Background: an optimization exercise with open tools, aiming at small area. Do not read the settings as production practice.
Only simulation tests tie the RTL to the original design; equivalence was not proved.
Power and IR drop assume default switching activity.

==> flow/design.v, too long to show whole: its modules and the start of the top module <==
// module c_xor2: 3 lines
// module c_xnor2: 3 lines
// module c_nand2: 3 lines
// module c_nor2: 3 lines
// module c_nand3: 3 lines
// module c_nand4: 3 lines
// module c_and2: 3 lines
// module c_or4: 3 lines
// module c_inv: 3 lines
// module c_a21o: 3 lines
// module c_a21oi: 3 lines
// module c_o21ai: 3 lines
// module c_o22ai: 3 lines
// module c_o22a: 3 lines
// module c_a222oi: 3 lines
// module c_mux2i: 3 lines
// module c_ha: 4 lines
// module ALU: 662 lines
// module ALU_ft: 96 lines
module ALU_ft (
    input              clk,
    input              rst,
    input      [31:0]  A,
    input      [31:0]  B,
    input      [2:0]   ALUControl,
    output reg [31:0]  Result,
    output reg         Zero,
    output reg         Carry,
    output reg         OverFlow,
    output             Negative,
    output reg         fault_detected_out
);
  // ...
==> flow/flow/run.sh <==
#!/bin/bash
# Own flow: the standard layout (standard.sh, unchanged synthesis), with
# the port buffers that buffer_ports inserts made sky130_fd_sc_hd__buf_1
# instead of the default it picks. Every tool's full output stays in
# orfs/logs/ under this folder; make's output goes to layout.log here.
set -euo pipefail
export BUFFER_PORTS_ARGS="-buffer_cell sky130_fd_sc_hd__buf_1"
bash standard.sh finish > layout.log 2>&1
test -f out/final.def
==> flow/standard.sh <==
#!/bin/bash
# synth_recipe.tcl (not shown) runs the flow's synth.tcl, then flattens the netlist and writes it again
# the make line also repeats each setting of config.mk as NAME=value (left out here)
make -C /OpenROAD-flow-scripts/flow DESIGN_CONFIG=/design/flow/config.mk WORK_HOME=/design/flow/orfs CLKGATE_MAP_FILE= SYNTH_SCRIPT=/design/flow/synth_recipe.tcl "${@:-finish}"
==> flow/config.mk <==
export PLATFORM = sky130hd
export DESIGN_NAME = ALU_ft
export DESIGN_NICKNAME = ALU_ft
export VERILOG_FILES = /design/flow/design.v
export SDC_FILE = /design/flow/constraint.sdc
export NUM_CORES = 4
export LEC_CHECK = 0
export CAP_MARGIN = 10
export CORE_MARGIN = 2
export CORE_UTILIZATION = 40
export CTS_BUF_LIST = sky130_fd_sc_hd__clkbuf_4
export CTS_CLUSTER_SIZE = 30
export SLEW_MARGIN = 10
export SYNTH_HIERARCHICAL = 1
==> flow/constraint.sdc <==
create_clock -name core_clock -period 6.0 [get_ports {clk}]
set_input_delay 1.2000 -clock core_clock [delete_from_list [all_inputs] [get_ports {clk}]]
set_output_delay 1.2000 -clock core_clock [all_outputs]
set_load 0.01 [all_outputs]
==> flow_summary_export.csv, run 1 <==
group,metric,value,unit
timing,setup_viol,0,
global_routing,grt-ovfl-total,0,
synthesis,synthMuxAreaShare,0.183,%
run_status,status,"no timing/DRC/antenna violations",
min_path,whs_path_depth,1,
detailed_routing,detail_route.wl_per_cell,19.9,um
power,vdd_drop_max,260,uV
detailed_routing,detailroute.wirelength.met3,1.60,mm
cells_and_area,multi_input_area_share,63.2,%
die,floorplan_die_area,16400,sq um
detailed_routing,detailroute.via_count,6750,
die,n_tap_cell,188,
cells_and_area,layout.cells.most_common,"sky130_fd_sc_hd__o22ai_1",
worst_setup_path,worst_r2r_startpoint,"q",
cells_and_area,seq-cell-share,22.7,%
synthesis,syn-mean-instance-area,8.32,sq um
detailed_routing,first_iter_violations,653,
cells_and_area,instances_no_fill,1071,
power,seq_cell_power,0.848,mW
placed_design,dp_hpwl,16.4,mm
cells_and_area,reg_top3,"Result x32, t2 x32",
global_routing,grt_start_max_net_pins,39,
cells_and_area,top_area_cell_class,"multi-input combinational cells",
detailed_routing,dr.pass1.iters,9,
clock_network,cts_resized,0,
worst_setup_path,worstSetupStartpointType,"input port",
global_routing,global_route.peak_usage_layer,"met2",
==> run 2: changes to the inputs <==
==> flow/config.mk (replaced) <==
export PLATFORM = sky130hd
export DESIGN_NAME = ALU_ft
export DESIGN_NICKNAME = ALU_ft
export VERILOG_FILES = /design/flow/design.v
export SDC_FILE = /design/flow/constraint.sdc
export NUM_CORES = 4
export LEC_CHECK = 0
export CAP_MARGIN = 30
export CORE_MARGIN = 2
export CORE_UTILIZATION = 40
export CTS_BUF_LIST = sky130_fd_sc_hd__clkbuf_4 sky130_fd_sc_hd__clkbuf_8
export SLEW_MARGIN = 30
export SYNTH_HIERARCHICAL = 1
==> run 2 against run 1 <==
Against the previous run:
- still clean
- first-iteration DRC count rose by 8.0%
- sequential power barely moved
- global-route usage up 0.15 points
- core utilization is 0.88 points higher
- critical path depth grew 1
- register-to-register slack better by 220 ps
- flip-flop and latch count unchanged
- clock power rose by 18%
- cell count grew 0.28%
- sequential share of layout area is 0.42 points lower
- die area stayed put
- largest cell class unchanged
==> flow_summary_export.csv, run 2 <==
group,metric,value,unit
cells_and_area,final_design_area_no_fill,7230,sq um
power,power.leakage,2.77,nW
worst_setup_path,critPathSlowestCell,"sky130_fd_sc_hd__or4_1",
placed_design,detailedPlace.worstSlack,306,ps
synthesis,synthesis.nets,841,
worst_setup_path,timing.reg2reg.worst_path_depth,4,
worst_setup_path,critical-path-top-delay-family,"simple AND/OR/NAND/NOR gates",
timing,timing_worst_slew_pin_value,906,ps
min_path,whs_path_depth,1,
timing,timing.final.hold_violations,0,
placed_design,gpl.final_weighted_congestion,0.911,
global_routing,global_route.peak_usage_layer,"met2",
synthesis,synth_largest_area_cell,"sky130_fd_sc_hd__o22ai_1",
synthesis,synth_seq_cells,71,
clock_network,cts.path.max_buffers,2,
detailed_routing,dr.pass1.iters,8,
detailed_routing,wl,21.4,mm
timing,final.period_utilization,89.4,%
timing,timing.max_slew.rel_slack,39.3,%
timing,worst_slack,637,ps
global_routing,grt_start_max_net_pins,37,
cells_and_area,fillerInstances,1549,
synthesis,synthesis.yosys.warnings,7,
die,start_util,40.7,%
power,cellPowerDensity,346,nW/um^2
worst_setup_path,cp_data_arrival_time,5600,ps
die,fp.dieW,128,um
synthesis,synth_top_area_share,16.4,%
placed_design,dp_hpwl,16.6,mm
min_path,min_to,"t2[11]",
clock_network,ctsHtreeMaxLevel,3,
detailed_routing,route.detailed.drc,0,
min_path,holdCritPathClass,"reg2reg",
clock_network,cts.hold.buffers_added,0,
global_routing,antenna_found_initial,0,
timing,timing.setup.tns,0,ps
synthesis,dominant_cell_by_count_in_the_synthesized_netlist,"sky130_fd_sc_hd__o22ai_1",
global_routing,first_pass_grt_wire_length,33.6,mm
detailed_routing,drtAntennaViolNets,0,
global_routing,grt-ovfl-total,0,
worst_setup_path,r2r_slack,4530,ps
clock_network,cts_tree,"done",
cells_and_area,fin_util,47.8,%
cells_and_area,n_antenna_cell,0,
worst_setup_path,critical-path-max-stage-delay,550,ps
synthesis,asyncSetResetFlopFracSynth,53.5,%
detailed_routing,drt-vias-per-instance,6.36,
timing,clock.fmax,186,MHz
timing,slew_viol_final,0,
synthesis,synthFlopType,"sky130_fd_sc_hd__dfrtp_1",
timing,setup_viol,0,
flow_run,cap_violations,0,
global_routing,overall_track_demand_over_capacity_in_global_routing,25.7,%
worst_setup_path,crit_required,6240,ps
worst_setup_path,cp-end-kind,"register",
synthesis,yosysUniqueCellTypes,30,
run_status,status,"no timing/DRC/antenna violations",
global_routing,first_global_vias,6183,
synthesis,synthTopCellsByCount,"sky130_fd_sc_hd__o22ai_1 (161), sky130_fd_sc_hd__nand2_1 (106), sky130_fd_sc_hd__o22a_1 (68), sky130_fd_sc_hd__nor2_1 (61), sky130_fd_sc_hd__xor2_1 (53)",
min_path,worstHoldStart,"t2[11]",
cells_and_area,layout.cells.most_common,"sky130_fd_sc_hd__o22ai_1",
worst_setup_path,timing.critical_path.depth,26,
timing,setup_repair_after_global_routing_missed_its_margin,"false",
clock_network,numClockSinks,71,
detailed_routing,detailroute.via_count,6827,
cells_and_area,regArea,1610,sq um
synthesis,synth.top_cells.by_area,"sky130_fd_sc_hd__o22ai_1 (16%), sky130_fd_sc_hd__dfrtp_1 (15%), sky130_fd_sc_hd__dfxtp_1 (11%)",
die,floorplan_die_area,16400,sq um
worst_setup_path,timing.critical_path.fanout_max,16,
worst_setup_path,cp_num_buf_inv,5,
cells_and_area,layout_common_cells,"sky130_fd_sc_hd__o22ai_1 (161), sky130_fd_sc_hd__nand2_1 (106), sky130_fd_sc_hd__buf_1 (104)",
timing,finClkSkew,8.62,ps
cells_and_area,multi_input_area,4490,sq um
synthesis,netlist_area,6160,sq um
die,core_area,15100,sq um
synthesis,syn-mean-instance-area,8.32,sq um
cells_and_area,finish.net_count,982,
detailed_routing,detail_route.wl_per_cell,19.9,um
placed_design,io_buffer_count,105,
worst_setup_path,criticalPathCategory,"in2reg",
global_routing,grt_util_met3,2.80,%
die,rows,45,
clock_network,clock_latency,350,ps
clock_network,cts-root-buf,"sky130_fd_sc_hd__clkbuf_8",
cells_and_area,reg_top3,"Result x32, t2 x32",
placed_design,post_dp_cell_area,7040,sq um
global_routing,use_met2,38.8,%
die,io_pins,106,
synthesis,post_synth_inst_count,740,
timing,fin_crit,5360,ps
synthesis,synth_sequential_area_ratio,26.2,%
cells_and_area,drive_gt1_share,10.4,%
clock_network,cts_buffers,9,
cells_and_area,syn_to_final_growth,17.5,%
worst_setup_path,worst_r2r_startpoint,"q",
worst_setup_path,worstSetupStartpointType,"input port",
global_routing,grt_use_met1,38.0,%
power,vdd_drop_max,265,uV
clock_network,cts_resized,0,
detailed_routing,first_iter_violations,705,
clock_network,cts_setup_buffers,0,
die,die_span_y,128,um
worst_setup_path,worstReg2RegEnd,"t2[27]",
clock_network,cts.reportedPaths.clkPinSlew,70,ps
synthesis,synth_enable_flop_cells,0,
run 2: cell families (layout without fill, tap and decap cells):
logic type | count (synthesis) | in the layout | synth area share (%)
AOI/OAI and AO/OA | 325 | 325 | 39.0
xor gates and xnor gates | 97 | 97 | 13.8
adders and majority gates | 32 | 32 | 6.50
buffers and inverters | 22 | 168 | 1.40
DFF | 71 | 71 | 26.2
muxes | 1 | 1 | 0.183
other | 1 | 1 | 0.0609
and+or+nand+nor | 191 | 191 | 12.8
run 2: worst max-delay path by stage:
stage | from | endpoint | slack (ps)
after floorplan | ALUControl[0] | mism | 6
after global placement | ALUControl[1] | mism | 400
after detailed placement | ALUControl[1] | mism | 310
after CTS | ALUControl[1] | mism | 650
after global routing | ALUControl[0] | mism | 260
final | ALUControl[0] | mism | 640
run 2: through the flow:
step | hold slack (ps) | std cells | total power, mW
after global placement | 466 | 1054 | 2.14
after CTS | 488 | 1073 | 2.51
after global routing | 497 | 1074 | 2.69
after detailed placement | 472 | 1057 | 2.16
final | 485 | 1074 | 2.51
after floorplan | 448 | 740 | 1.77
run 2: worst register-to-register path: cells and delay by family, from the launching register on:
| family | cells | cell delay, ps |
|---|---|---|
| simple gates | 1 | 190 |
| compound gates | 1 | 160 |
| buf+inv | 2 | 640 |
| flops | 1 | 430 |
run 2: layer usage:
layer  vias to the layer above  part of all wire [%]  routed length [um]
met2                       323                    43                9250
met5                         -                     0                   0
met4                         0                   2.9                 620
met3                        48                   7.0                1490
li1                       3242                     -                   -
met1                      3214                    47               10000
run 2: cell type report:
class	count	share of cell area, %
clock inverter	4	0.311
inverter	21	1.09
tap	188	3.25
sequential	71	22.3
multi-input combinational	647	62.0
timing repair buffer	131	8.93
clock buffer	12	2.11
run 2: per-module statistics from Yosys, one instance, submodules excluded, excerpt:
module   cells  times used  cell area (sq um)
c_nor2       1          59               3.75
c_nand2      1         105               3.75
c_o21ai      1          18               5.00
c_o22ai      1         161               6.26
c_o22a       1          68               8.76
c_a21oi      1          40               8.76
c_nand3      1           1               5.00
c_or4        1           8               7.51
run 2: where the power goes:
| group | internal [mW] | switching (mW) |
|---|---|---|
| Combinational | 0.598 | 0.721 |
| Clock | 0.168 | 0.169 |
| Sequential | 0.710 | 0.139 |
==> run 3: changes to the inputs <==
==> flow/flow/run.sh (replaced) <==
#!/bin/bash
# Own flow: the standard layout (standard.sh, unchanged synthesis) with
#  - port buffers made sky130_fd_sc_hd__buf_1 (BUFFER_PORTS_ARGS);
#  - clock tree synthesis without dummy loads, with clkbuf_4 buffers
#    (CTS_ARGS; the rest as cts.tcl sets them).
# Every tool's full output stays in orfs/logs/ under this folder; make's
# output goes to layout.log here.
set -euo pipefail
export BUFFER_PORTS_ARGS="-buffer_cell sky130_fd_sc_hd__buf_1"
export CTS_ARGS="-sink_clustering_enable -repair_clock_nets -buf_list sky130_fd_sc_hd__clkbuf_4 -sink_clustering_size 30 -dont_use_dummy_load"
bash standard.sh finish > layout.log 2>&1
test -f out/final.def
==> flow/config.mk (replaced) <==
export PLATFORM = sky130hd
export DESIGN_NAME = ALU_ft
export DESIGN_NICKNAME = ALU_ft
export VERILOG_FILES = /design/flow/design.v
export SDC_FILE = /design/flow/constraint.sdc
export NUM_CORES = 4
export LEC_CHECK = 0
export CAP_MARGIN = 10
export CORE_MARGIN = 2
export CORE_UTILIZATION = 40
export SLEW_MARGIN = 10
export SYNTH_HIERARCHICAL = 1
==> run 3 against run 2 <==
Against the previous run:
- via count is 1.2% lower
- synthesized cell count stayed put
- setup slack better by 40 ps
- register-to-register slack worse by 200 ps
- global-route usage is 0.19 points lower
- still clean
- largest power group unchanged
- worst hold slack better by 3.5 ps
- non-clock buffer count is 4 lower
- core utilization is 1.3 points lower
==> flow_summary_export.csv, run 3 <==
group,metric,value,unit
cells_and_area,syn_to_final_growth,14.3,%
cells_and_area,fillerInstances,1599,
timing,setup_viol,0,
cells_and_area,reg_top3,"Result x32, t2 x32",
cells_and_area,finish.net_count,978,
synthesis,post_synth_inst_count,740,
worst_setup_path,timing.reg2reg.worst_path_depth,3,
clock_network,cts-root-buf,"sky130_fd_sc_hd__clkbuf_4",
cells_and_area,fin_util,46.5,%
clock_network,cts_tree,"done",
worst_setup_path,cp_data_arrival_time,5610,ps
timing,timing.final.hold_violations,0,
worst_setup_path,r2r_slack,4330,ps
detailed_routing,route.detailed.drc,0,
global_routing,first_pass_grt_wire_length,33.2,mm
synthesis,synth_largest_area_cell,"sky130_fd_sc_hd__o22ai_1",
clock_network,cts_setup_buffers,0,
clock_network,cts_resized,0,
worst_setup_path,critPathSlowestCell,"sky130_fd_sc_hd__or4_1",
worst_setup_path,crit_required,6290,ps
worst_setup_path,cp-end-kind,"register",
min_path,holdCritPathClass,"reg2reg",
die,rows,45,
placed_design,gpl.final_weighted_congestion,0.911,
global_routing,antenna_found_initial,1,
cells_and_area,layout.cells.most_common,"sky130_fd_sc_hd__o22ai_1",
run_status,status,"no timing/DRC/antenna violations",
detailed_routing,drt-vias-per-instance,6.34,
clock_network,ctsHtreeMaxLevel,3,
clock_network,clock_latency,400,ps
detailed_routing,dr.pass1.iters,7,
clock_network,cts.path.max_buffers,2,
timing,setup_repair_after_global_routing_missed_its_margin,"false",
synthesis,synthesis.nets,841,
clock_network,cts.reportedPaths.clkPinSlew,90,ps
min_path,worstHoldStart,"t2[2]",
die,fp.dieW,128,um
clock_network,cts_buffers,9,
synthesis,syn-mean-instance-area,8.32,sq um
synthesis,synth_enable_flop_cells,0,
synthesis,synthTopCellsByCount,"sky130_fd_sc_hd__o22ai_1 (161), sky130_fd_sc_hd__nand2_1 (106), sky130_fd_sc_hd__o22a_1 (68), sky130_fd_sc_hd__nor2_1 (61), sky130_fd_sc_hd__xor2_1 (53)",
synthesis,netlist_area,6160,sq um
placed_design,dp_hpwl,16.4,mm
timing,finClkSkew,23.8,ps
global_routing,overall_track_demand_over_capacity_in_global_routing,25.5,%
synthesis,synth.top_cells.by_area,"sky130_fd_sc_hd__o22ai_1 (16%), sky130_fd_sc_hd__dfrtp_1 (15%), sky130_fd_sc_hd__dfxtp_1 (11%)",
synthesis,synthesis.yosys.warnings,7,
power,vdd_drop_max,253,uV
global_routing,global_route.peak_usage_layer,"met2",
timing,fin_crit,5320,ps
power,power.leakage,2.68,nW
worst_setup_path,cp_num_buf_inv,4,
detailed_routing,first_iter_violations,638,
clock_network,numClockSinks,71,
timing,timing.setup.tns,0,ps
clock_network,cts.hold.buffers_added,0,
synthesis,asyncSetResetFlopFracSynth,53.5,%
synthesis,dominant_cell_by_count_in_the_synthesized_netlist,"sky130_fd_sc_hd__o22ai_1",
die,floorplan_die_area,16400,sq um
die,io_pins,106,
worst_setup_path,critical-path-top-delay-family,"simple AND/OR/NAND/NOR gates",
worst_setup_path,timing.critical_path.fanout_max,16,
synthesis,synthFlopType,"sky130_fd_sc_hd__dfrtp_1",
die,core_area,15100,sq um
power,total_power,2.36,mW
worst_setup_path,critical-path-max-stage-delay,550,ps
die,die_span_y,128,um
global_routing,grt-ovfl-total,0,
timing,slew_viol_final,0,
placed_design,post_dp_cell_area,6970,sq um
worst_setup_path,criticalPathCategory,"in2reg",
global_routing,use_met2,39.1,%
synthesis,synth_seq_cells,71,
synthesis,synth_sequential_area_ratio,26.2,%
detailed_routing,detailroute.via_count,6745,
worst_setup_path,worst_r2r_startpoint,"q",
die,start_util,40.7,%
global_routing,grt_util_met3,3.09,%
worst_setup_path,worstReg2RegEnd,"t2[19]",
cells_and_area,final_design_area_no_fill,7040,sq um
placed_design,io_buffer_count,105,
global_routing,grt_use_met1,36.8,%
timing,final.period_utilization,88.7,%
cells_and_area,layout_common_cells,"sky130_fd_sc_hd__o22ai_1 (161), sky130_fd_sc_hd__nand2_1 (106), sky130_fd_sc_hd__buf_1 (104)",
global_routing,grt_start_max_net_pins,39,
power,cellPowerDensity,335,nW/um^2
detailed_routing,drtAntennaViolNets,0,
min_path,min_to,"t2[2]",
synthesis,synth_top_area_share,16.4,%
cells_and_area,drive_gt1_share,9.14,%
min_path,whs_path_depth,1,
detailed_routing,wl,21.2,mm
worst_setup_path,worstSetupStartpointType,"input port",
timing,clock.fmax,188,MHz
flow_run,cap_violations,0,
global_routing,first_global_vias,6156,
timing,timing.max_slew.rel_slack,23.9,%
timing,timing_worst_slew_pin_value,1140,ps
synthesis,yosysUniqueCellTypes,30,
detailed_routing,detail_route.wl_per_cell,19.9,um
-- run 3: cell counts after synthesis --
Identical to the previous run, type by type.
-- run 3: area by class of cell --
type	count	area, sq um	share of cell area (%)
Antenna cell	1	2.50	0.0355
Clock buffer	9	67.6	0.959
Inverter	21	78.8	1.12
Multi-Input combinational cell	647	4490	63.7
Sequential cell	71	1610	22.9
Tap cell	188	235	3.34
Timing Repair Buffer	127	561	7.96
-- run 3: worst max path at each step --
| stage | start | endpoint | slack, ps | depth (start not counted) |
|---|---|---|---|---|
| 2_1_floorplan | ALUControl[0] | mism | 6 | 26 |
| 5_1_grt | ALUControl[0] | mism | 290 | 26 |
| 4_1_cts | ALUControl[1] | mism | 740 | 25 |
| 6_report | ALUControl[1] | mism | 680 | 25 |
| 3_5_place_dp | ALUControl[1] | mism | 310 | 25 |
| 3_3_place_gp | ALUControl[1] | mism | 400 | 25 |
-- run 3: kinds of logic after synthesis --
| logic type | synth area share, % |
|---|---|
| fa+ha+maj | 6.50 |
| flops | 26.2 |
| buf+inv | 1.40 |
| other cells | 0.0609 |
| xor+xnor | 13.8 |
| simple gates | 12.8 |
| compound gates | 39.0 |
| mux | 0.183 |
-- run 3: per-stage QoR --
stage	worst slack (ps)	instances	hold slack [ps]
4_1_cts	737	1063	492
2_1_floorplan	5.67	740	448
6_report	677	1064	488
5_1_grt	288	1064	502
3_3_place_gp	399	1054	466
3_5_place_dp	305	1054	472
-- run 3: power breakdown --
group	switching (mW)	internal, mW	leakage (nW)
Combinational	0.715	0.583	1.90
Clock	0.141	0.0698	0.0414
Sequential	0.140	0.708	0.742
-- run 3: routing by layer --
| layer | part of all wire [%] | vias up |
|---|---|---|
| li1 | - | 3226 |
| met1 | 47 | 3144 |
| met2 | 43 | 328 |
| met3 | 7.4 | 47 |
| met4 | 2.7 | 0 |
| met5 | 0 | - |
-- run 3: worst register-to-register path, stage by stage, from the launching register on --
cell and delay (ps):
sky130_fd_sc_hd__dfrtp_1 440, sky130_fd_sc_hd__and2_1 190, sky130_fd_sc_hd__inv_1 710, sky130_fd_sc_hd__o22a_1 280
-- run 3: modules after synthesis (local to each module, per instance), excerpt --
module    flops+latches  area [sq um]  times used
c_o22a                0          8.76          68
c_a222oi              0          10.0          32
c_a21oi               0          8.76          40
c_xor2                0          8.76          53
ALU                   0          85.1           1
c_o21ai               0          5.00          18
c_o22ai               0          6.26         161
c_nand3               0          5.00           1
c_xnor2               0          8.76          43
==> run 4: changes to the inputs <==
==> flow/flow/run.sh (replaced) <==
#!/bin/bash
# Own flow: the standard layout (standard.sh, unchanged synthesis) with
#  - the synthesized netlist's combinational cells set to drive strength 1
#    (flow/downsize.py) before floorplanning; the flow's repair steps size
#    them up again where needed;
#  - port buffers made sky130_fd_sc_hd__buf_1 (BUFFER_PORTS_ARGS);
#  - clock tree synthesis without dummy loads, with clkbuf_4 buffers
#    (CTS_ARGS; the rest as cts.tcl sets them).
# Every tool's full output stays in orfs/logs/ under this folder; make's
# output goes to synth.log and layout.log here, downsize.py's to downsize.log.
set -euo pipefail
export BUFFER_PORTS_ARGS="-buffer_cell sky130_fd_sc_hd__buf_1"
export CTS_ARGS="-sink_clustering_enable -repair_clock_nets -buf_list sky130_fd_sc_hd__clkbuf_4 -sink_clustering_size 30 -dont_use_dummy_load"
res=orfs/results/$FLOW_PLATFORM/ALU_ft/base
bash standard.sh synth > synth.log 2>&1
python3 flow/downsize.py $res/1_2_yosys.v $FLOW_HOME/platforms/$FLOW_PLATFORM/lib/sky130_fd_sc_hd__tt_025C_1v80.lib > downsize.log 2>&1
touch $res/1_2_yosys.v $res/1_2_yosys.sdc
rm -f $res/1_synth.odb $res/1_synth.sdc
bash standard.sh finish > layout.log 2>&1
test -f out/final.def
==> flow/flow/downsize.py (new file) <==
#!/usr/bin/env python3
"""Sets every combinational cell of a synthesized netlist to its drive
strength 1 variant (same function and pins), when the platform has one.
Flip-flops, latches, tie cells and other special cells are left alone.
The layout flow's repair steps upsize cells again where timing, slew or
capacitance need it.  Usage: downsize.py NETLIST LIBERTY"""
import re, sys

net, lib = sys.argv[1], sys.argv[2]
cells = set(re.findall(r'^\s*cell\s*\(\s*"?(sky130_fd_sc_hd__\w+?)"?\s*\)', open(lib).read(), re.M))
skip = re.compile(r'sky130_fd_sc_hd__(df|edf|sdf|sedf|dl|conb|tap|fill|decap|diode|probe|lpflow|clk)')
pat = re.compile(r'^(\s*)(sky130_fd_sc_hd__[a-z0-9]+?)_(\d+)(\s)', re.M)
count = {}
def repl(m):
    base, size = m.group(2), m.group(3)
    if skip.match(base + '_') or size == '1' or base + '_1' not in cells:
        return m.group(0)
    key = f'{base}_{size}'
    count[key] = count.get(key, 0) + 1
    return f'{m.group(1)}{base}_1{m.group(4)}'
text = pat.sub(repl, open(net).read())
open(net, 'w').write(text)
for k, v in sorted(count.items()):
    print(f'downsized {v} x {k}')
==> run 4 against run 3 <==
Against the previous run:
- routed wire length is 5.7% higher
- sequential share of layout area is 0.54 points higher
- setup slack worse by 27 ps
- worst hold slack better by 1.2 ps
- critical path depth stayed put
- global-route usage is 1.3 points higher
- largest cell class unchanged
- highest routed layer unchanged
==> flow_summary_export.csv, run 4 <==
group,metric,value,unit
run_status,status,"no timing/DRC/antenna violations",
global_routing,first_pass_grt_wire_length,34.5,mm
power,vdd_drop_max,293,uV
clock_network,cts_setup_buffers,0,
clock_network,cts_tree,"done",
die,start_util,41.1,%
die,die_span_y,126,um
cells_and_area,multi_input_area,4350,sq um
detailed_routing,wl,22.4,mm
min_path,holdCritPathClass,"reg2reg",
synthesis,syn-mean-instance-area,8.11,sq um
detailed_routing,drtAntennaViolNets,0,
placed_design,dp_hpwl,17.3,mm
cells_and_area,regArea,1610,sq um
detailed_routing,route.detailed.drc,0,
detailed_routing,dr.pass1.iters,9,
placed_design,placed_cells,1045,
cells_and_area,drive_gt1_share,4.60,%
timing,timing.setup.tns,0,ps
worst_setup_path,cp-end-kind,"register",
timing,timing.final.hold_violations,0,
worst_setup_path,cp_data_arrival_time,5650,ps
flow_run,cap_violations,0,
die,floorplan_die_area,16000,sq um
cells_and_area,syn_to_final_growth,14.7,%
power,cellPowerDensity,339,nW/um^2
die,core_area,14600,sq um
placed_design,io_buffer_count,105,
timing,timing_worst_slew_pin_value,1240,ps
clock_network,cts_buffers,9,
global_routing,first_global_vias,6463,
global_routing,overall_track_demand_over_capacity_in_global_routing,26.8,%
timing,fin_crit,5350,ps
cells_and_area,n_antenna_cell,0,
clock_network,numClockSinks,71,
detailed_routing,detail_route.wl_per_cell,21.3,um
cells_and_area,finish.net_count,973,
global_routing,grt-ovfl-total,0,
global_routing,antenna_found_initial,0,
worst_setup_path,criticalPathCategory,"in2reg",
worst_setup_path,r2r_slack,4100,ps
timing,setup_viol,0,
cells_and_area,fillerInstances,1494,
clock_network,cts_resized,0,
synthesis,netlist_area,6000,sq um
die,fp.dieW,126,um
cells_and_area,instances_no_fill,1054,
timing,setup_repair_after_global_routing_missed_its_margin,"false",
clock_network,cts.hold.buffers_added,0,
timing,clock.fmax,187,MHz
worst_setup_path,worstSetupStartpointType,"input port",
clock_network,cts.path.max_buffers,2,
die,io_pins,106,
placed_design,gpl.final_weighted_congestion,0.932,
synthesis,post_synth_inst_count,740,
timing,timing.max_slew.rel_slack,17.5,%
synthesis,synthesis.nets,841,
cells_and_area,fin_util,47.2,%
synthesis,synthesis.yosys.warnings,7,
clock_network,clock_latency,410,ps
clock_network,cts-root-buf,"sky130_fd_sc_hd__clkbuf_4",
cells_and_area,layout_common_cells,"sky130_fd_sc_hd__o22ai_1 (161), sky130_fd_sc_hd__nand2_1 (106), sky130_fd_sc_hd__buf_1 (104)",
timing,slew_viol_final,0,
cells_and_area,layout.cells.most_common,"sky130_fd_sc_hd__o22ai_1",
timing,final.period_utilization,89.2,%
clock_network,cts.reportedPaths.clkPinSlew,90,ps
cells_and_area,reg_top3,"Result x32, t2 x32",
detailed_routing,first_iter_violations,730,
die,rows,44,
worst_setup_path,crit_required,6290,ps
clock_network,ctsHtreeMaxLevel,3,
timing,finClkSkew,14.7,ps
power,power.leakage,2.65,nW
detailed_routing,detailroute.via_count,6887,
worst_setup_path,timing.critical_path.fanout_max,10,
detailed_routing,drt-vias-per-instance,6.53,
global_routing,grt_start_max_net_pins,39,
-- run 4: through the flow --
stage / area (sq um) / power [mW] / worst slack, ps / hold WS, ps
after floorplan: 6040 / 1.74 / 41.8 / 448
after global placement: 6810 / 2.10 / 393 / 465
after detailed placement: 6810 / 2.12 / 275 / 473
after CTS: 6880 / 2.34 / 702 / 494
after global routing: 6880 / 2.51 / 306 / 512
final: 6880 / 2.33 / 650 / 489
-- run 4: layer usage --
layer / routed length (um) / up-vias / track usage, %
li1: - / 3212 / -
met1: 10100 / 3305 / 36.6
met2: 10200 / 330 / 43.3
met3: 1470 / 40 / 3.37
met4: 660 / 0 / 10.3
met5: 0 / - / 0
-- run 4: worst paths after layout --
kind / start / endpoint / depth (start not counted)
min in group asynchronous: rst / Result[29] / 1
min reg2reg: t2[20] / t2[20] / 1
min: t2[20] / t2[20] / 1
max reg2reg: q / t2[29] / 4
max: ALUControl[1] / mism / 25
max in group asynchronous: rst / Result[30] / 1
-- run 4: layout make-up --
cell class	count	share of cell area, %
clock buffer	9	0.982
multi-input combinational	647	63.3
inverter	21	1.20
tap	184	3.35
sequential	71	23.4
timing repair buffer	122	7.78
-- run 4: critical path, stage by stage --
cell	delay, ps
sky130_fd_sc_hd__buf_1	360
sky130_fd_sc_hd__nor2_4	100
sky130_fd_sc_hd__xor2_1	160
sky130_fd_sc_hd__ha_1	340
sky130_fd_sc_hd__a21oi_2	150
sky130_fd_sc_hd__inv_1	70
sky130_fd_sc_hd__a21oi_2	210
sky130_fd_sc_hd__o21ai_2	120
sky130_fd_sc_hd__a21oi_2	280
sky130_fd_sc_hd__o21ai_2	140
sky130_fd_sc_hd__inv_1	110
sky130_fd_sc_hd__o21ai_2	110
sky130_fd_sc_hd__a21oi_2	200
sky130_fd_sc_hd__o21ai_1	100
sky130_fd_sc_hd__a21oi_1	200
sky130_fd_sc_hd__nor2_1	70
sky130_fd_sc_hd__xor2_1	190
sky130_fd_sc_hd__a222oi_1	340
sky130_fd_sc_hd__nand2_1	170
sky130_fd_sc_hd__or4_1	520
sky130_fd_sc_hd__nor2_1	120
sky130_fd_sc_hd__nand2_1	50
sky130_fd_sc_hd__nor2_1	140
sky130_fd_sc_hd__inv_1	50
sky130_fd_sc_hd__o22a_1	140
-- run 4: report_power, final --
part | switching (mW) | internal (mW) | total [mW]
combinational | 0.711 | 0.569 | 1.28
clock | 0.137 | 0.0697 | 0.206
sequential | 0.138 | 0.708 | 0.846
total | 0.985 | 1.35 | 2.33
==> run 5: changes to the inputs <==
==> flow/flow/downsize.py (replaced) <==
#!/usr/bin/env python3
"""Sets every combinational cell of a synthesized netlist to its smallest
drive strength variant (same function and pins).
Flip-flops, latches, tie cells and other special cells are left alone.
The layout flow's repair steps upsize cells again where timing, slew or
capacitance need it.  Usage: downsize.py NETLIST LIBERTY"""
import re, sys

net, lib = sys.argv[1], sys.argv[2]
area = {}
text = open(lib).read()
heads = [(m.start(), m.group(1)) for m in re.finditer(r'^\s*cell\s*\(\s*"?(sky130_fd_sc_hd__\w+?)"?\s*\)', text, re.M)]
for k, (pos, name) in enumerate(heads):
    end = heads[k + 1][0] if k + 1 < len(heads) else len(text)
    m = re.search(r'\barea\s*:\s*([0-9.]+)', text[pos:end])
    if m:
        area[name] = float(m.group(1))
variants = {}
for name in area:
    m = re.match(r'(sky130_fd_sc_hd__[a-z0-9]+?)_(\d+)$', name)
    if m:
        variants.setdefault(m.group(1), []).append(m.group(2))
skip = re.compile(r'sky130_fd_sc_hd__(df|edf|sdf|sedf|dl|conb|tap|fill|decap|diode|probe|lpflow|clk)')
pat = re.compile(r'^(\s*)(sky130_fd_sc_hd__[a-z0-9]+?)_(\d+)(\s)', re.M)
count = {}
def repl(m):
    base, size = m.group(2), m.group(3)
    cur = f'{base}_{size}'
    if skip.match(base + '_') or cur not in area:
        return m.group(0)
    # smallest variant; on a tie keep the current one, else prefer _1
    best = min(variants[base], key=lambda v: (area[f'{base}_{v}'], v != size, v != '1'))
    if best == size:
        return m.group(0)
    count[cur] = count.get(cur, 0) + 1
    return f'{m.group(1)}{base}_{best}{m.group(4)}'
text = pat.sub(repl, open(net).read())
open(net, 'w').write(text)
for k, v in sorted(count.items()):
    print(f'downsized {v} x {k}')
==> run 5 against run 4 <==
Against the previous run:
- still clean
- setup slack worse by 210 ps
- clock skew increased by 14 ps
- via count about the same
- critical path depth up 1
- die area did not move
- register-to-register slack got worse by 70 ps
- highest routed layer unchanged
==> flow_summary_export.csv, run 5 <==
group,metric,value,unit
die,fp.dieW,126,um
global_routing,antenna_found_initial,0,
timing,timing_worst_slew_pin_value,1200,ps
placed_design,detailedPlace.worstSlack,120,ps
power,cellInternalPower,1.35,mW
detailed_routing,detail_route.wl_per_cell,21.3,um
cells_and_area,drive_gt1_share,4.35,%
detailed_routing,wl,22.6,mm
global_routing,grt-ovfl-total,0,
cells_and_area,n_antenna_cell,0,
die,floorplan_die_area,16000,sq um
synthesis,netlist_area,6000,sq um
synthesis,synthesis.yosys.warnings,7,
detailed_routing,drtAntennaViolNets,0,
synthesis,synthesis.nets,841,
clock_network,cts_tree,"done",
cells_and_area,finish.net_count,977,
die,rows,44,
power,total_switching_power,0.992,mW
timing,timing.max_slew.rel_slack,20.0,%
clock_network,cts-root-buf,"sky130_fd_sc_hd__clkbuf_4",
die,start_util,41.1,%
cells_and_area,reg_top3,"Result x32, t2 x32",
placed_design,gpl.final_weighted_congestion,0.971,
timing,worst_slack,435,ps
power,seq_power_share,36.2,%
die,die_span_y,126,um
worst_setup_path,cp_data_arrival_time,5850,ps
worst_setup_path,worstSetupStartpointType,"input port",
timing,final.period_utilization,92.7,%
global_routing,grt_start_max_net_pins,39,
timing,timing.setup.tns,0,ps
cells_and_area,syn_to_final_growth,14.4,%
timing,finClkSkew,28.8,ps
cells_and_area,layout_common_cells,"sky130_fd_sc_hd__o22ai_1 (161), sky130_fd_sc_hd__nand2_1 (106), sky130_fd_sc_hd__buf_1 (104)",
cells_and_area,fin_util,47.0,%
power,cellPowerDensity,341,nW/um^2
power,vdd_drop_max,299,uV
detailed_routing,dr.pass1.iters,12,
worst_setup_path,cp-end-kind,"register",
placed_design,dp_hpwl,17.2,mm
power,sw_frac_of_total,42.3,%
die,core_area,14600,sq um
flow_run,cap_violations,0,
clock_network,ctsHtreeMaxLevel,3,
detailed_routing,detailroute.via_count,6883,
detailed_routing,first_iter_violations,873,
timing,setup_repair_after_global_routing_missed_its_margin,"false",
detailed_routing,drt-vias-per-instance,6.51,
timing,fin_crit,5560,ps
synthesis,syn-mean-instance-area,8.11,sq um
die,io_pins,106,
worst_setup_path,criticalPathCategory,"in2reg",
cells_and_area,layout.cells.most_common,"sky130_fd_sc_hd__o22ai_1",
detailed_routing,route.detailed.drc,0,
clock_network,cts.path.max_buffers,2,
timing,clock.fmax,180,MHz
timing,hold_slack,482,ps
worst_setup_path,crit_required,6290,ps
placed_design,placed_cells,1049,
power,power.share.combinational,55.0,%
synthesis,post_synth_inst_count,740,
clock_network,cts.reportedPaths.clkPinSlew,100,ps
global_routing,first_pass_grt_wire_length,35.3,mm
cells_and_area,instances_no_fill,1058,
timing,setup_viol,0,
placed_design,io_buffer_count,105,
clock_network,cts.hold.buffers_added,0,
timing,slew_viol_final,0,
clock_network,cts_buffers,9,
run_status,status,"no timing/DRC/antenna violations",
power,clock_power_share,8.8,%
clock_network,clock_latency,420,ps
clock_network,numClockSinks,71,
global_routing,overall_track_demand_over_capacity_in_global_routing,27.4,%
min_path,holdCritPathClass,"reg2reg",
global_routing,first_global_vias,6460,
worst_setup_path,timing.critical_path.fanout_max,6,
power,power.leakage,2.66,nW
clock_network,cts_resized,0,
clock_network,cts_setup_buffers,0,
timing,timing.final.hold_violations,0,
-- run 5: final cells by class --
cell class	instances	area, sq um
flip-flops and latches	71	1610
fillers	1466	7720
repair buffers	126	553
inverters	21	78.8
clock buffers	9	67.6
well taps	184	230
multi-input cells	647	4320
-- run 5: power groups by stage --
stage | clock network (mW) | logic [mW] | registers [mW]
after floorplan | 0 | 0.838 | 0.893
after global placement | 0 | 1.26 | 0.844
after detailed placement | 0 | 1.28 | 0.860
after CTS | 0.219 | 1.28 | 0.849
after global routing | 0.235 | 1.42 | 0.876
final | 0.206 | 1.29 | 0.848
-- run 5: critical path: stages --
cell	delay, ps
sky130_fd_sc_hd__buf_1	110
sky130_fd_sc_hd__inv_2	70
sky130_fd_sc_hd__nor2_4	200
sky130_fd_sc_hd__xor2_1	190
sky130_fd_sc_hd__ha_1	280
sky130_fd_sc_hd__a21oi_1	190
sky130_fd_sc_hd__inv_1	60
sky130_fd_sc_hd__a21oi_1	230
sky130_fd_sc_hd__o21ai_1	200
sky130_fd_sc_hd__a21oi_1	300
sky130_fd_sc_hd__o21ai_1	200
sky130_fd_sc_hd__inv_1	120
sky130_fd_sc_hd__o21ai_1	130
sky130_fd_sc_hd__a21oi_1	240
sky130_fd_sc_hd__o21ai_1	130
sky130_fd_sc_hd__a21oi_1	180
sky130_fd_sc_hd__nor2_1	70
sky130_fd_sc_hd__xor2_1	210
sky130_fd_sc_hd__a222oi_1	330
sky130_fd_sc_hd__nand2_1	130
sky130_fd_sc_hd__or4_1	510
sky130_fd_sc_hd__nor2_1	130
sky130_fd_sc_hd__nand2_1	60
sky130_fd_sc_hd__nor2_1	160
sky130_fd_sc_hd__inv_1	60
sky130_fd_sc_hd__o22a_1	150
-- run 5: stage by stage --
step           power, mW  instance area, sq um
2_1_floorplan       1.73                  6010
3_3_place_gp        2.10                  6800
3_5_place_dp        2.14                  6800
4_1_cts             2.35                  6860
5_1_grt             2.53                  6860
6_report            2.34                  6860
-- run 5: path summary, 6_finish.rpt --
| path | startpoint | slack (ps) | endpoint | cells after the start |
|---|---|---|---|---|
| worst max-delay path | ALUControl[0] | 440 | mism | 26 |
| worst min-delay path | mism | 480 | fault_detected_out | 1 |
| min in group asynchronous | rst | 920 | Result[26] | 1 |
| worst max register to register | q | 4030 | t2[1] | 4 |
| worst min register to register | mism | 480 | fault_detected_out | 1 |
| max in group asynchronous | rst | 4450 | Result[29] | 1 |
-- run 5: per-layer routing --
metal	vias to the layer above	share of wire, %	track usage (%)
met2	353	46	44.6
met3	38	7.8	3.42
li1	3231	-	-
met5	-	0	0
met1	3261	44	38.5
met4	0	2.1	7.18

-- static timing again, ports no longer ideal --
In the flow no input, the clock included, has a driving cell. The finished layouts below were timed again as built, in two steps. Step 1: set_driving_cell puts a clkbuf_16 on clk and a buf_2 on each other input, an assumption about the parent block. Step 2 moves the port delays by t, midway between the first and last clock arrival at a register: inputs arrive t later, outputs are due t later. That takes back most of the time a late clock gives input paths. a / b / c = no drivers / after step 1 / after step 2; a / b = the first two.
run	t (ns)	setup WS [ns]	latest minus earliest clock arrival (ns)	worst data-port slew with drivers (ns)
run 1	0.425	0.704 / 0.711 / 0.285	0.015 / 0.015	0.03
run 2	0.364	0.637 / 0.635 / 0.271	0.012 / 0.013	0.04
run 3	0.416	0.677 / 0.680 / 0.264	0.028 / 0.028	0.04
run 4	0.426	0.650 / 0.653 / 0.227	0.016 / 0.016	0.04
run 5	0.425	0.435 / 0.433 / 0.008	0.038 / 0.039	0.04
After both steps setup and hold are still met in every run listed. The setup slack of run 5, which loses most, moves by -0.002 ns with the drivers and by -0.427 ns with both steps.
